This design comes from an exercise in tuning for small area on the open sky130 flow, not from production work. Function was checked by simulation only, so behaviour that the tests miss may differ from the original. The clock port is modelled as an ideal driver; clocking choices that lean on that would not hold on a real chip. Power figures rest on the tool's default switching activity, not on a simulated workload.

v31:
==> flow/design.v (excerpt) <==
module spiCommMaster(
    input cpuClock,
    input enable,
    input reset,
    input spiClockEn,
    input spiClockBS,
    output errorInterrupt,
    output [3:0] errorType,
    output [3:0] errorState,
    input cmdTransmitBit,
    input [5:0] cmdIndex,
    input [31:0] cmdArgument,
    input [1:0] readMode,
    output [39:0] readResponse,
    input commStart,
    output commFinish,
    input SD_MISO,
    input SD_CD,
    input SD_WP,
    output SD_SCLK,
    output SD_MOSI,
    output SD_CS
);
localparam ST_IDLE  = 3'b000;
localparam ST_GEN   = 3'b001;   
localparam ST_SEND  = 3'b010;   
localparam ST_READ  = 3'b101;   
localparam ST_INPUT = 3'b011;   
localparam ST_COOL  = 3'b110;   
localparam ST_FIN   = 3'b100;
localparam ST_ERR   = 3'b111;
reg [2:0] st;
wire isErr  = (st == ST_ERR);
wire isRead = (st == ST_READ);
wire rdAct  = (st == ST_INPUT) | isErr;      
wire wcAct  = (st == ST_SEND) | (st == ST_COOL);
assign errorInterrupt = isErr;
assign errorType  = {2'b00, isErr, 1'b0};
assign errorState = {isErr, 3'b000};
assign commFinish = (st == ST_FIN);
reg [8:0] div;
wire divWrap = (div[7:0] == 8'h80);
wire spiRise = ~div[8] & divWrap;
wire spiFall =  div[8] & divWrap;
reg [3:0] bsCnt;
reg       bsStop;
reg [1:0] bsBuf;
wire byteSync = spiClockBS ? ~bsCnt[3] : 1'b1;
wire spiGate  = spiClockEn & enable & byteSync;
wire gFall    = spiFall & spiGate;
wire gRise    = spiRise & spiGate;
assign SD_SCLK = spiClockEn ? (byteSync & div[8]) : 1'b1;
reg [1:0] toHi;
wire [8:0] to = {toHi, crc};
wire [8:0] toInit = {1'b0, readMode[1], 2'b00, readMode[1] | ~readMode[0],
                     readMode[1] | readMode[0], 2'b00, 1'b1};
wire toI = (to == 9'h193);
reg [6:0]  crc;
reg [5:0]  idx;
wire wcOv = (idx == 6'd15);
wire run  = idx[5] | idx[4];    
reg        sDone;       
reg [1:0]  rDone;       
reg [38:0] sh;          
reg [38:0] resp;
reg        cs;
wire afterRise = (div == 9'h100);
assign readResponse = {1'b0, resp};
assign SD_CS = cs;
wire [1:0] sel = {readMode[1] | readMode[0], readMode[1] | ~readMode[0]};
wire rFin = (rDone == sel);
wire [5:0] rLoad = readMode[1] ? 6'd25 : readMode[0] ? 6'd49 : 6'd57;
wire [47:0] cmd = {1'b0, cmdTransmitBit, cmdIndex, cmdArgument, 8'b0};
wire [63:0] cmdU;       
genvar gi;
generate
    for (gi = 0; gi < 64; gi = gi + 1) begin : g_cmd
  ...
Size: ~420 cells after synthesis, roughly 120 flip-flops, roughly 100 I/O pins.
clock: 10.0 ns
lec_check: 0
abc_area: 1
cap_margin: 0
core_margin: 2
core_utilization: 70
slew_margin: 0
standard.sh (not shown) runs the stock make flow with config.mk's settings and CLKGATE_MAP_FILE= SYNTH_SCRIPT=/design/flow/synth_recipe.tcl, a recipe that flattens the netlist after the stock synthesis.
==> flow/flow/run.sh <==
#!/bin/bash
# The standard ORFS layout (standard.sh), with these changes:
#  - ABC maps the logic with an area-oriented script (flow/area.abc); the rest of
#    the standard synthesis, and so every register, is unchanged;
#  - the port buffers are the smallest buffer cell (buf_1);
#  - one tie cell drives all constant outputs (SKIP_REPAIR_TIE_FANOUT);
#  - the clock tree uses clkbuf_8 at the root and clkbuf_4 at the leaves, with
#    no dummy loads; after CTS, flow/clkfix.tcl sizes each leaf buffer to the
#    smallest clkbuf whose estimated slew at the flip-flops is under 100 ps.
set -euo pipefail
W=$PWD
{
  echo "proc abc {args} {"
  echo "  foreach opt {-script -constr -D} {"
  echo "    set i [lsearch -exact \$args \$opt]"
  echo "    if {\$i >= 0} { set args [lreplace \$args \$i [expr {\$i + 1}]] }"
  echo "  }"
  echo "  yosys abc -script $W/flow/area.abc {*}\$args"
  echo "}"
  cat "$W/synth_recipe.tcl"
} > "$W/flow_synth.tcl"
BUF="-buffer_cell sky130_fd_sc_hd__buf_1"
CTS="-sink_clustering_enable -repair_clock_nets -dont_use_dummy_load -buf_list sky130_fd_sc_hd__clkbuf_4 -root_buf sky130_fd_sc_hd__clkbuf_8"
export BUFFER_PORTS_ARGS="$BUF" CTS_ARGS="$CTS"
ARGS=("SKIP_REPAIR_TIE_FANOUT=1" "SYNTH_SCRIPT=$W/flow_synth.tcl" "BUFFER_PORTS_ARGS=$BUF" "CTS_ARGS=$CTS")
bash standard.sh "${ARGS[@]}" cts > "$W/flow_to_cts.log" 2>&1
RES="$W/orfs/results/$FLOW_PLATFORM/spiCommMaster/base" CLK_SLEW_TARGET=0.100 \
  openroad -no_init -exit "$W/flow/clkfix.tcl" > "$W/clkfix.log" 2>&1
bash standard.sh "${ARGS[@]}" finish > "$W/flow.log" 2>&1
==> flow/flow/area.abc <==
strash
ifraig
scorr
dc2
balance
rewrite
refactor
balance
rewrite
rewrite -z
balance
refactor -z
rewrite -z
balance
dch -f
amap -F 3 -A 8 -E 0.01
strash
dch -f
amap -F 3 -A 8 -E 0.01
==> flow/flow/clkfix.tcl <==
# Size each clock-tree buffer that drives flip-flops to the smallest clkbuf
# whose estimated output slew is under the target, then re-legalize.
set lib $::env(FLOW_HOME)/platforms/sky130hd/lib/sky130_fd_sc_hd__tt_025C_1v80.lib
set R $::env(RES)
read_liberty $lib
read_db $R/4_cts.odb
read_sdc $R/4_cts.sdc
source $::env(FLOW_HOME)/platforms/sky130hd/setRC.tcl
set_propagated_clock [all_clocks]
estimate_parasitics -placement
set target $::env(CLK_SLEW_TARGET)
proc outslew {inst} {
  set out [get_pins -of_objects $inst -filter "direction == output"]
  return [get_property $out slew_max_rise]
}
foreach inst [get_cells -filter "ref_name =~ sky130_fd_sc_hd__clkbuf_*"] {
  set out [get_pins -of_objects $inst -filter "direction == output"]
  set loads [get_pins -of_objects [get_nets -of_objects $out] -filter "direction == input"]
  set ff 0
  foreach l $loads { if {[get_property $l is_clock]} { incr ff } }
  if {$ff == 0} { continue }
  set name [get_full_name $inst]
  set orig [get_property $inst ref_name]
  set s0 [outslew $inst]
  foreach size {1 2 4 8 16} {
    replace_cell $inst sky130_fd_sc_hd__clkbuf_$size
    estimate_parasitics -placement
    set s [outslew $inst]
    if {$s <= $target} { break }
  }
  puts "clkfix: $name $orig -> sky130_fd_sc_hd__clkbuf_$size fanout $ff slew [format %.1f [expr $s * 1e3]] ps (was [format %.1f [expr $s0 * 1e3]])"
}
# second pass: the later changes move the earlier estimates a little
foreach inst [get_cells -filter "ref_name =~ sky130_fd_sc_hd__clkbuf_*"] {
  set out [get_pins -of_objects $inst -filter "direction == output"]
  set ff 0
  foreach l [get_pins -of_objects [get_nets -of_objects $out] -filter "direction == input"] {
    if {[get_property $l is_clock]} { incr ff }
  }
  if {$ff == 0} { continue }
  regexp {clkbuf_([0-9]+)$} [get_property $inst ref_name] -> size
  while {[outslew $inst] > $target && $size < 16} {
    set size [expr {$size * 2}]
    replace_cell $inst sky130_fd_sc_hd__clkbuf_$size
    estimate_parasitics -placement
    puts "clkfix: second pass [get_full_name $inst] -> sky130_fd_sc_hd__clkbuf_$size"
  }
}
detailed_placement
check_placement -verbose
estimate_parasitics -placement
write_db $R/4_cts.odb
v31 completed every stage of the flow, and the final layout passed the timing, design-rule and antenna checks.
Here is what was changed in the inputs of v35 compared with v31.
-- flow/flow/area.abc --
<<< v31, line 15
dch -f
amap -F 3 -A 8 -E 0.01
strash
dch -f
amap -F 3 -A 8 -E 0.01
>>> v35, line 15
dch -f
amap -F 3 -A 8
strash
dch -f
amap -F 3 -A 8
-- flow/config.mk --
<<< v31, line 8
export ABC_AREA = 1
export CAP_MARGIN = 0
export CORE_MARGIN = 2
export CORE_UTILIZATION = 70
export SLEW_MARGIN = 0
>>> v35, line 8
export ABC_AREA = 1
export CAP_MARGIN = 10
export CORE_MARGIN = 2
export CORE_UTILIZATION = 70
export SLEW_MARGIN = 10
Utilization: v35 vs v31, no meaningful difference. Re register-to-register slack: v35 is 0.08 ns down on v31. Going from v31 to v35, area after synthesis grows by about 0.5%. v35 against v31: die width about even; instance area at placement rose about 0.46%; routed wire length rose about 2.7%.
The inputs of v25 differ from those of v35 as listed below.
==> flow/flow/run.sh <==
#!/bin/bash
# The standard ORFS layout (standard.sh), with three changes:
#  - ABC maps the logic with an area-oriented script (flow/area.abc); the rest of
#    the standard synthesis, and so every register, is unchanged;
#  - the port buffers are the smallest buffer cell (buf_1);
#  - the clock tree uses clkbuf_8 at the root and clkbuf_4 at the leaves, with
#    no dummy loads; after CTS, flow/clkfix.tcl sizes each leaf buffer to the
#    smallest clkbuf whose estimated slew at the flip-flops is under 115 ps.
set -euo pipefail
W=$PWD
{
  echo "proc abc {args} {"
  echo "  foreach opt {-script -constr -D} {"
  echo "    set i [lsearch -exact \$args \$opt]"
  echo "    if {\$i >= 0} { set args [lreplace \$args \$i [expr {\$i + 1}]] }"
  echo "  }"
  echo "  yosys abc -script $W/flow/area.abc {*}\$args"
  echo "}"
  cat "$W/synth_recipe.tcl"
} > "$W/flow_synth.tcl"
BUF="-buffer_cell sky130_fd_sc_hd__buf_1"
CTS="-sink_clustering_enable -repair_clock_nets -dont_use_dummy_load -buf_list sky130_fd_sc_hd__clkbuf_4 -root_buf sky130_fd_sc_hd__clkbuf_8"
export BUFFER_PORTS_ARGS="$BUF" CTS_ARGS="$CTS"
ARGS=("SKIP_REPAIR_TIE_FANOUT=1" "SYNTH_SCRIPT=$W/flow_synth.tcl" "BUFFER_PORTS_ARGS=$BUF" "CTS_ARGS=$CTS")
bash standard.sh "${ARGS[@]}" cts > "$W/flow_to_cts.log" 2>&1
RES="$W/orfs/results/$FLOW_PLATFORM/spiCommMaster/base" CLK_SLEW_TARGET=0.115 \
  openroad -no_init -exit "$W/flow/clkfix.tcl" > "$W/clkfix.log" 2>&1
bash standard.sh "${ARGS[@]}" finish > "$W/flow.log" 2>&1
==> flow/flow/area.abc <==
strash
ifraig
scorr
dc2
strash
dch -f
amap
-- flow/config.mk --
<<< v35, line 10
export CORE_MARGIN = 2
export CORE_UTILIZATION = 70
export SLEW_MARGIN = 10
>>> v25, line 10
export CORE_MARGIN = 2
export CORE_UTILIZATION = 60
export GPL_TIMING_DRIVEN = 0
export SLEW_MARGIN = 10
## What came out
Relative to v35, the worst ir drop on vdd measured on v25 has decreased by more than a quarter. Taking v35 as the reference, in v25 data arrival at the endpoint of the critical path went up by 0.25 ns; routed wire length +2.4%; portion of total power attributed to combinational logic saw an increase; met1 track demand over resource in global routing now sits lower. A standard cell with the maximum stage delay on the critical path of or4_1 is what v25 shows, while a222oi_1 belongs to v35. Against v35, v25 comes in 0.25 ns lower on worst-case setup slack after placement. Going from v35 to v25, post-route cell area grows by about 6%. v25: part of the power in the clock network 3.3 points below v35. Clock power ends up higher on v35. Between v35 and v25, synthesized cell area increased. Compared with v35, tap cell instance count in v25 increased by more than a quarter.
### v25 -> v44
==> flow/flow/area.abc <==
strash
ifraig
scorr
dc2
balance
rewrite
refactor
balance
rewrite
rewrite -z
balance
refactor -z
rewrite -z
balance
dch -f
amap -F 3 -A 8
strash
dch -f
amap -F 3 -A 8
-- flow/config.mk --
<<< v25, line 10
export CORE_MARGIN = 2
export CORE_UTILIZATION = 60
export GPL_TIMING_DRIVEN = 0
export SLEW_MARGIN = 10
>>> v44, line 10
export CORE_MARGIN = 2
export CORE_UTILIZATION = 70
export SLEW_MARGIN = 10
[summary]
v44 ended with every stage complete and zero timing, DRC or antenna violations.
v44: non-clock buffer count is about 13% lower than what v25 reported.
Diff v25 and v44: routed length per placed instance higher in v44
Measured against each other, v25 and v44 differ in max-slew headroom at the worst pin, the higher figure coming from v25.
From v25 to v44 the numbers moved as follows: core utilization shows an increase of 9.9 points, clock skew shows a reduction of 0.0045 ns.
Inputs modified between v44 and v9:
-- flow/config.mk --
<<< v44, line 10
export CORE_MARGIN = 2
export CORE_UTILIZATION = 70
export SLEW_MARGIN = 10
>>> v9, line 10
export CORE_MARGIN = 2
export CORE_UTILIZATION = 80
export SLEW_MARGIN = 10
==> run notes <==
The critical-path cell with the highest stage delay comes out or3_1 in one run and a222oi_1 in the other, namely in v9 and v44 respectively. Delta (v9 minus v44): placed instance area essentially unchanged, setup slack decreased 0.049 ns. v9 completed every stage of the flow, and the final layout passed the timing, design-rule and antenna checks. Taking v44 as the reference, in v9 overall power picked up an extra 1.9%; proportion of power drawn by the clock network now sits at about the same level.

static timing again, ports no longer ideal:
In the flow no input, the clock included, has a driving cell. The finished layouts below were timed again as built, in two steps. Step 1: set_driving_cell puts a clkbuf_16 on cpuClock and a buf_2 on each other input, an assumption about the parent block. Step 2 moves the port delays by t, midway between the first and last clock arrival at a register: inputs arrive t later, outputs are due t later. That takes back most of the time a late clock gives input paths. Slacks: ideal / step 1 / step 2; pairs: ideal / step 1.
run | t (ns) | setup WS [ns] | worst setup path after step 2
v31 | 0.402 | 4.453 / 4.431 / 4.431 | input to output
v35 | 0.410 | 4.508 / 4.488 / 4.488 | input to output
v25 | 0.406 | 4.265 / 4.244 / 4.244 | input to output
v44 | 0.406 | 4.507 / 4.487 / 4.487 | input to output
v9 | 0.410 | 4.458 / 4.435 / 4.435 | input to output
After both steps every run listed still meets setup and hold. The setup slack of v9, which loses most, moves by -0.023 ns with the drivers and by -0.023 ns with both steps.
